This is an optimization exercise on Yosys and OpenROAD, whose aim is small area, a short achievable clock period and few clock cycles, not a production implementation.
The RTL was checked by simulation tests, not by an equivalence proof against the original design.
Power and IR drop assume default switching activity.

==> flow/design.v (outline; a module is shown in full before it is edited, if it fits) <==
// module md5: 776 lines
module md5(
    input clk,
    input reset,
    input [0:8*8-1] input_num,
    input input_valid,
    output  [0:128-1] output_hash,
    output  output_valid
);
  // ...
==> flow/flow/run.sh <==
#!/bin/bash
# The standard layout (the standard.sh, with its standard synthesis), except that
# the input and output ports are buffered with sky130_fd_sc_hd__buf_1 instead of the
# larger cell buffer_ports picks by default. Every port still gets its own buffer.
set -euo pipefail
cd "$(dirname "${BASH_SOURCE[0]}")/.."
bash standard.sh "BUFFER_PORTS_ARGS=-buffer_cell sky130_fd_sc_hd__buf_1" finish > flow_make.log 2>&1
==> flow/standard.sh <==
#!/bin/bash
# synth_recipe.tcl (not shown) runs the flow's synth.tcl, then flattens the netlist and writes it again
# the make line also repeats each setting of config.mk as NAME=value (left out here)
make -C /OpenROAD-flow-scripts/flow DESIGN_CONFIG=/design/flow/config.mk WORK_HOME=/design/flow/orfs CLKGATE_MAP_FILE= SYNTH_SCRIPT=/design/flow/synth_recipe.tcl "${@:-finish}"
==> flow/config.mk <==
export PLATFORM = sky130hd
export DESIGN_NAME = md5
export DESIGN_NICKNAME = md5
export VERILOG_FILES = /design/flow/design.v
export SDC_FILE = /design/flow/constraint.sdc
export NUM_CORES = 4
export LEC_CHECK = 0
export CAP_MARGIN = 20
export CORE_MARGIN = 2
export CORE_UTILIZATION = 55
export SETUP_SLACK_MARGIN = 3
export SLEW_MARGIN = 20
==> flow/constraint.sdc <==
create_clock -name core_clock -period 8.5 [get_ports {clk}]
set_input_delay 1.7000 -clock core_clock [delete_from_list [all_inputs] [get_ports {clk}]]
set_output_delay 1.7000 -clock core_clock [all_outputs]
set_load 0.01 [all_outputs]
==> run summary, run 1 <==
* Unique masters post-synth at 74
* Status: timing/DRC/antenna clean
* Synth Area in Adders at 0.151
* Largest stage delay, worst path at between 0.4 and 0.5 ns
* GP Congestion at 1.10
* Dpl cells at between 3000 and 4000
* Final WL at about 90000 um
* Async set-reset flop share out of synthesis at 0
* Critical path depth in cells at 23
* Place WS at 1.75 ns
* Antenna Nets Post-Route at 0
* Largest net degree at the start of global routing at 77
* Switching portion of total power at 0.472
* Final setup viols at 0
* Reg2reg setup slack at 2.53 ns
* Setup bufs post-CTS at 50
* WHS Endpoint: c[21]
* HPWL after detailed placement at 61100 um
* Max_cap viols at 0
* Clock buffer cells at 43
* H-tree depth at 2
* Bufs and invs on worst path at 0
* Hold_ws at 0.506 ns
* HP Start: c[21]
* Post-synthesis compound-gate area fraction at 0.273
* Global route total overflow at 0
* Filler cells at 3066
* Post-CTS Resized at 139
* Synth area leader: dfxtp_1
* Fin worst setup slack at 2.53 ns
* Setup TNS at 0 ns
* Seq cells post-synth at 269
* RSZ-0062 raised after global routing: yes
* GR peak layer: met2
* WP data arrival at 6.42 ns
* M1 GR Usage at 0.545
* Seq_cells at 269
* Clock Path Buffers at 3
* Multi-input combinational area share at 0.578
* Syn Area/Cell at 8.23 um2
* Row count at a little over 70
* # clock sinks at 269
* Syn Inst Count at ~2600
* Seq pwr share at 0.221
Testbench counts, summed over its fixed seeds: cycles 55,200.
==> inputs of run 2 (changes only) <==
--- a/flow/config.mk
+++ b/flow/config.mk
@@ -7,2 +7,3 @@
 export LEC_CHECK = 0
+export ABC_AREA = 1
 export CAP_MARGIN = 20
@@ -10,3 +11,5 @@
 export CORE_UTILIZATION = 55
+export CTS_BUF_LIST = sky130_fd_sc_hd__clkbuf_8
 export SETUP_SLACK_MARGIN = 3
 export SLEW_MARGIN = 20
+export TNS_END_PERCENT = 0
==> run 2 against run 1 <==
Synthesized cell count grew 16%. Power shrank 6.6%. Sequential cell count is the same. Global-route usage grew 7.3 points. Fmax grew 5.8%. Critical path type unchanged. Critical endpoint is now ap[31].
==> run summary, run 2 <==
* Status: timing/DRC/antenna clean (unchanged)
* Vias at 25000 (was 22700)
* Tmin final at 5.65 ns (was 5.97 ns)
* DR DRC count at 0 (unchanged)
* Filler cells at 3260 (was 3066)
* HPWL after detailed placement at 76700 um (was 61100 um)
* H-tree depth at 2 (unchanged)
* Detailed Route Iter0 Violations at 4489 (was 3236)
* Clock Path Buffers at 3 (unchanged)
* Critical Path End Type: flop (unchanged)
* Worst slew pin tran at 1.05 ns (was 0.968 ns)
* Synth Area in XOR/XNOR at 0.0226 (was 0.0334)
* NetSw at 4.87 mW (was 4.45 mW)
* Reg2reg setup slack at 2.85 ns (was 2.53 ns)
* Area Overhead vs Synth at 13.6% (was 21.1%)
* Share of layout cells above drive strength 1 at 0.106 (was 0.170)
* RSZ-0062 raised after global routing: yes (unchanged)
* Total track usage at 0.486 (was 0.413)
* Die Wd at 202 um (was 201 um)
* Max_cap viols at 0 (unchanged)
* Drt pass-1 iters at 10 (unchanged)
* Synth Area in Adders at 0.148 (was 0.151)
* Most frequent cells in the layout: 656 x nand2_1, 386 x inv_1, 219 x a21oi_1 (was 280 x nand2_1, 249 x nor2_1, 194 x buf_1)
* Place WS at 1.91 ns (was 1.75 ns)
* Core area at 0.0387 mm2 (was 0.0378 mm2)
* CTS buffer count at 46 (was 34)
* Hold Path Depth at 2 (unchanged)
* Post-Syn Nets at 3295 (was 2877)
* Layout Skew at 0.0339 ns (was 0.0195 ns)
* Synthesis Warnings at 1 (unchanged)
* R2R depth at 24 (was 23)
* Endpoints failing hold at 0 (unchanged)
* Initial antenna violation count at 7 (was 0)
* Post-Syn Area at 0.0217 mm2 (was 0.0212 mm2)
* Seq pwr share at 0.250 (was 0.221)
* Pwr Total at 8.80 mW (was 9.42 mW)
* Root Driver: clkbuf_8 (was clkbuf_16)
* WP data arrival at 6.03 ns (was 6.42 ns)
* Crit path required time at 8.88 ns (was 8.94 ns)
* Initial Utilization at 0.559 (was 0.561)
* Finished layout cell area at 0.0246 mm2 (was 0.0257 mm2)
* Main flop type after synthesis: dfxtp_1 (unchanged)
* CP Class: flop to flop (unchanged)
* DIE AREA at 0.0410 mm2 (was 0.0402 mm2)
* Largest family of logic cells by synthesized area: simple AND/OR/NAND/NOR gates (was compound AO/OA/AOI/OAI gates)
* Largest stage delay, worst path at 0.55 ns (was 0.47 ns)
* Row count at 72 (was 71)
* Io pins at 196 (unchanged)
* Top cells by area, synth: dfxtp_1 16%, edfxtp_1 13%, nand2_1 12% (was dfxtp_1 16%, edfxtp_1 14%, ha_1 11%)
* Hold-fix buffers, CTS at 0 (unchanged)
* Leak at 11.2 nW (was 10.4 nW)
* Post-synthesis compound-gate area fraction at 0.190 (was 0.273)
* Number of global-route vias before repair at 23800 (was 21100)
* Global route total overflow at 0 (unchanged)
* Post-synth top area share at 0.160 (was 0.163)
* Count leader, synth: nand2_1 (unchanged)
* GP Congestion at 1.20 (was 1.10)
* Synth area leader: dfxtp_1 (unchanged)
* Seq cells post-synth at 269 (unchanged)
* Rel. slew slack at 0.298 (was 0.348)
* Switching portion of total power at 0.553 (was 0.472)
* Post-synth EDFFs at 96 (unchanged)
* CP max-delay cell: clkinvlp_2 (was a2111o_1)
* Fin worst setup slack at 2.85 ns (was 2.53 ns)
* Part of the cycle the worst path needs at 0.664 (was 0.703)
* Logic pwr share at 0.611 (was 0.624)
* Register area share after synthesis at 0.293 (was 0.299)
* Die Ht at 202 um (was 201 um)
* Post-placement cell area at 0.0228 mm2 (was 0.0225 mm2)
* Unique masters post-synth at 62 (was 74)
* CTS tree: done (unchanged)
* Final setup viols at 0 (unchanged)
* Hold_ws at 0.513 ns (was 0.506 ns)
* Power density over the cells at 358 mW/mm2 (was 366 mW/mm2)
* Syn Area/Cell at 7.22 um2 (was 8.23 um2)
* Antenna Nets Post-Route at 0 (unchanged)
* Mux contribution to synthesized area at 0.000520 (was 0.0358)
* Max rail drop VDD at 201 uV (was 191 uV)
* Clock Pin Slew Worst Setup and Hold Paths at 0.07 ns (was 0.06 ns)
* First-pass GRT wire length at 148000 um (was 129000 um)
* P_int at 3.94 mW (was 4.97 mW)
* Fmax at 0.177 GHz (was 0.167 GHz)
* Vias per cell at 6.66 (was 6.83)
* # clock sinks at 269 (unchanged)
* Min-delay worst type: flop to flop (unchanged)
* Largest net degree at the start of global routing at 76 (was 77)
* Worst skew pair latency at 0.64 ns (was 0.56 ns)
* Worst path most repeated cell: nand2_1
* Final WL at 103000 um (was 87800 um)
* Startpoint types: flop (unchanged)
* Syn Inst Count at 3000 (was 2582)
* Most common cell after layout, fill and taps aside: nand2_1 (unchanged)
* CP cell instances: clkinvlp_2 > nand2_1 > nor2_1 > a32oi_1 > nand3_1 > nand2_1 > nand2_1 > nand3_1 > nand2_2 > fa_1 > ha_1 > nand2_1 > inv_1 > a221oi_4 > inv_1 > a21oi_2 > nand2_2 > nand2_2 > nand2_2 > nand3_2 > nand2_1 > fa_1 > xor2_1 > xnor2_1 (was mux2_4 > ha_4 > fa_2 > a21o_1 > a221oi_2 > or3_4 > a31oi_1 > a2111o_1 > a222oi_1 > a21boi_4 > o22ai_1 > or3_4 > ha_4 > nand2_4 > o31ai_4 > o31ai_4 > o21ai_4 > a311oi_2 > o21ai_1 > a21oi_2 > o21a_1 > o31a_1 > o211a_1)
* Setup TNS at 0 ns (unchanged)
* Post-synth top cells: 666 x nand2_1, 387 x inv_1, 225 x a21oi_1, 208 x nor2_1, 190 x o21ai_0 (was 285 x nand2_1, 265 x nor2_1, 199 x a21oi_1, 181 x o21ai_0, 180 x ha_1)
* Async set-reset flop share out of synthesis at 0 (unchanged)
* CP max FO at 10 (was 4)
* Wire per inst at 27.5 um (was 26.4 um)
* Max-slew violation count at 0 (unchanged)
* Area share of and/or/nand/nor cells after synthesis at 0.251 (was 0.148)
* Fin nets at 3492 (was 3087)
* Clock share of power at 0.139 (was 0.155)
* Port Buf Inserts at 195 (unchanged)
## run 2: power groups by stage
| stage | registers, mW | clock network [mW] | logic (mW) |
|---|---|---|---|
| after floorplan | 1.91 | 0 | 3.37 |
| after global placement | 2.13 | 0 | 4.81 |
| after detailed placement | 2.14 | 0 | 4.93 |
| after CTS | 2.12 | 1.21 | 5.03 |
| after global routing | 2.17 | 1.26 | 5.76 |
| final | 2.20 | 1.22 | 5.38 |
## run 2: worst max-delay path: cells and delay by family, from the launching register on
kind,cells,cell delay [ns]
AND/OR/NAND/NOR,13,1.64
flip-flops,1,0.42
adder cells (fa/ha/maj),3,1.29
buffers and inverters,3,0.75
XOR/XNOR,2,0.41
AO/OA/AOI/OAI,3,0.89
## run 2: per-layer routing
layer  global-route usage  share of wire  vias up
met5                    0        0.00026        -
met4                0.389           0.10        4
met3                0.134           0.14      662
met2                0.741           0.43     2263
met1                0.577           0.34    11500
li1                     -              -    10600
## run 2: timing repair
item / in CTS / in global routing
pin swaps: 6 / 19
gates cloned: 3 / 1
setup endpoints to repair: 24 / 29
setup buffers: 28 / 13
resized for setup: 74 / 74
## run 2: cell type report
cell class,instances,area (um2),area share
tap,518,648,0.0263
sequential,269,6380,0.259
inverter,407,1590,0.0645
multi-input combinational,2202,13600,0.554
clock inverter,29,195,0.00793
antenna,3,7.51,0.000305
timing repair buffer,269,1420,0.0578
clock buffer,52,716,0.0291
timing repair inverter,2,12.5,0.000509
## run 2: final timing paths
path                               end    from
worst max-delay path            ap[31]  cnt[0]
worst max register to register  ap[31]  cnt[0]
worst min-delay path              v[0]    c[0]
worst min register to register    v[0]    c[0]
## run 2: metrics by stage
stage / utilization / std cells
floorplan: - / 3000
global placement: 0.588 / 3622
detailed placement: 0.588 / 3622
CTS: 0.626 / 3734
global route: 0.635 / 3748
finish: 0.635 / 3751
## run 2: cell families after synthesis
group | Yosys count
AO/OA/AOI/OAI | 682
XOR/XNOR | 56
adder cells (fa/ha/maj) | 228
buffers and inverters | 529
flip-flops | 269
multiplexers | 1
AND/OR/NAND/NOR | 1235

-- separate check: timing with driven ports --
The results above use ideal ports. As a check the final layouts listed here were re-extracted and re-timed, cells and wires unchanged. Step 1 sets driving cells, clkbuf_16 on the clock port and buf_2 on the other inputs (assumed; they add their load-dependent delay and slew). Step 2 also shifts input and output timing later by t, the mid clock arrival at the registers, as if the neighbouring blocks saw the same clock. Slacks: no drivers / after step 1 / after step 2; pairs: no drivers / after step 1.
| run | t (ns) | setup slack, ns | latest minus earliest clock arrival (ns) | worst register clock-pin slew, ns |
|---|---|---|---|---|
| run 1 | 0.615 | 2.526 / 2.526 / 2.526 | 0.020 / 0.021 | 0.08 / 0.08 |
| run 2 | 0.685 | 2.855 / 2.855 / 2.855 | 0.039 / 0.039 | 0.08 / 0.08 |
After both steps every run listed still meets setup and hold.
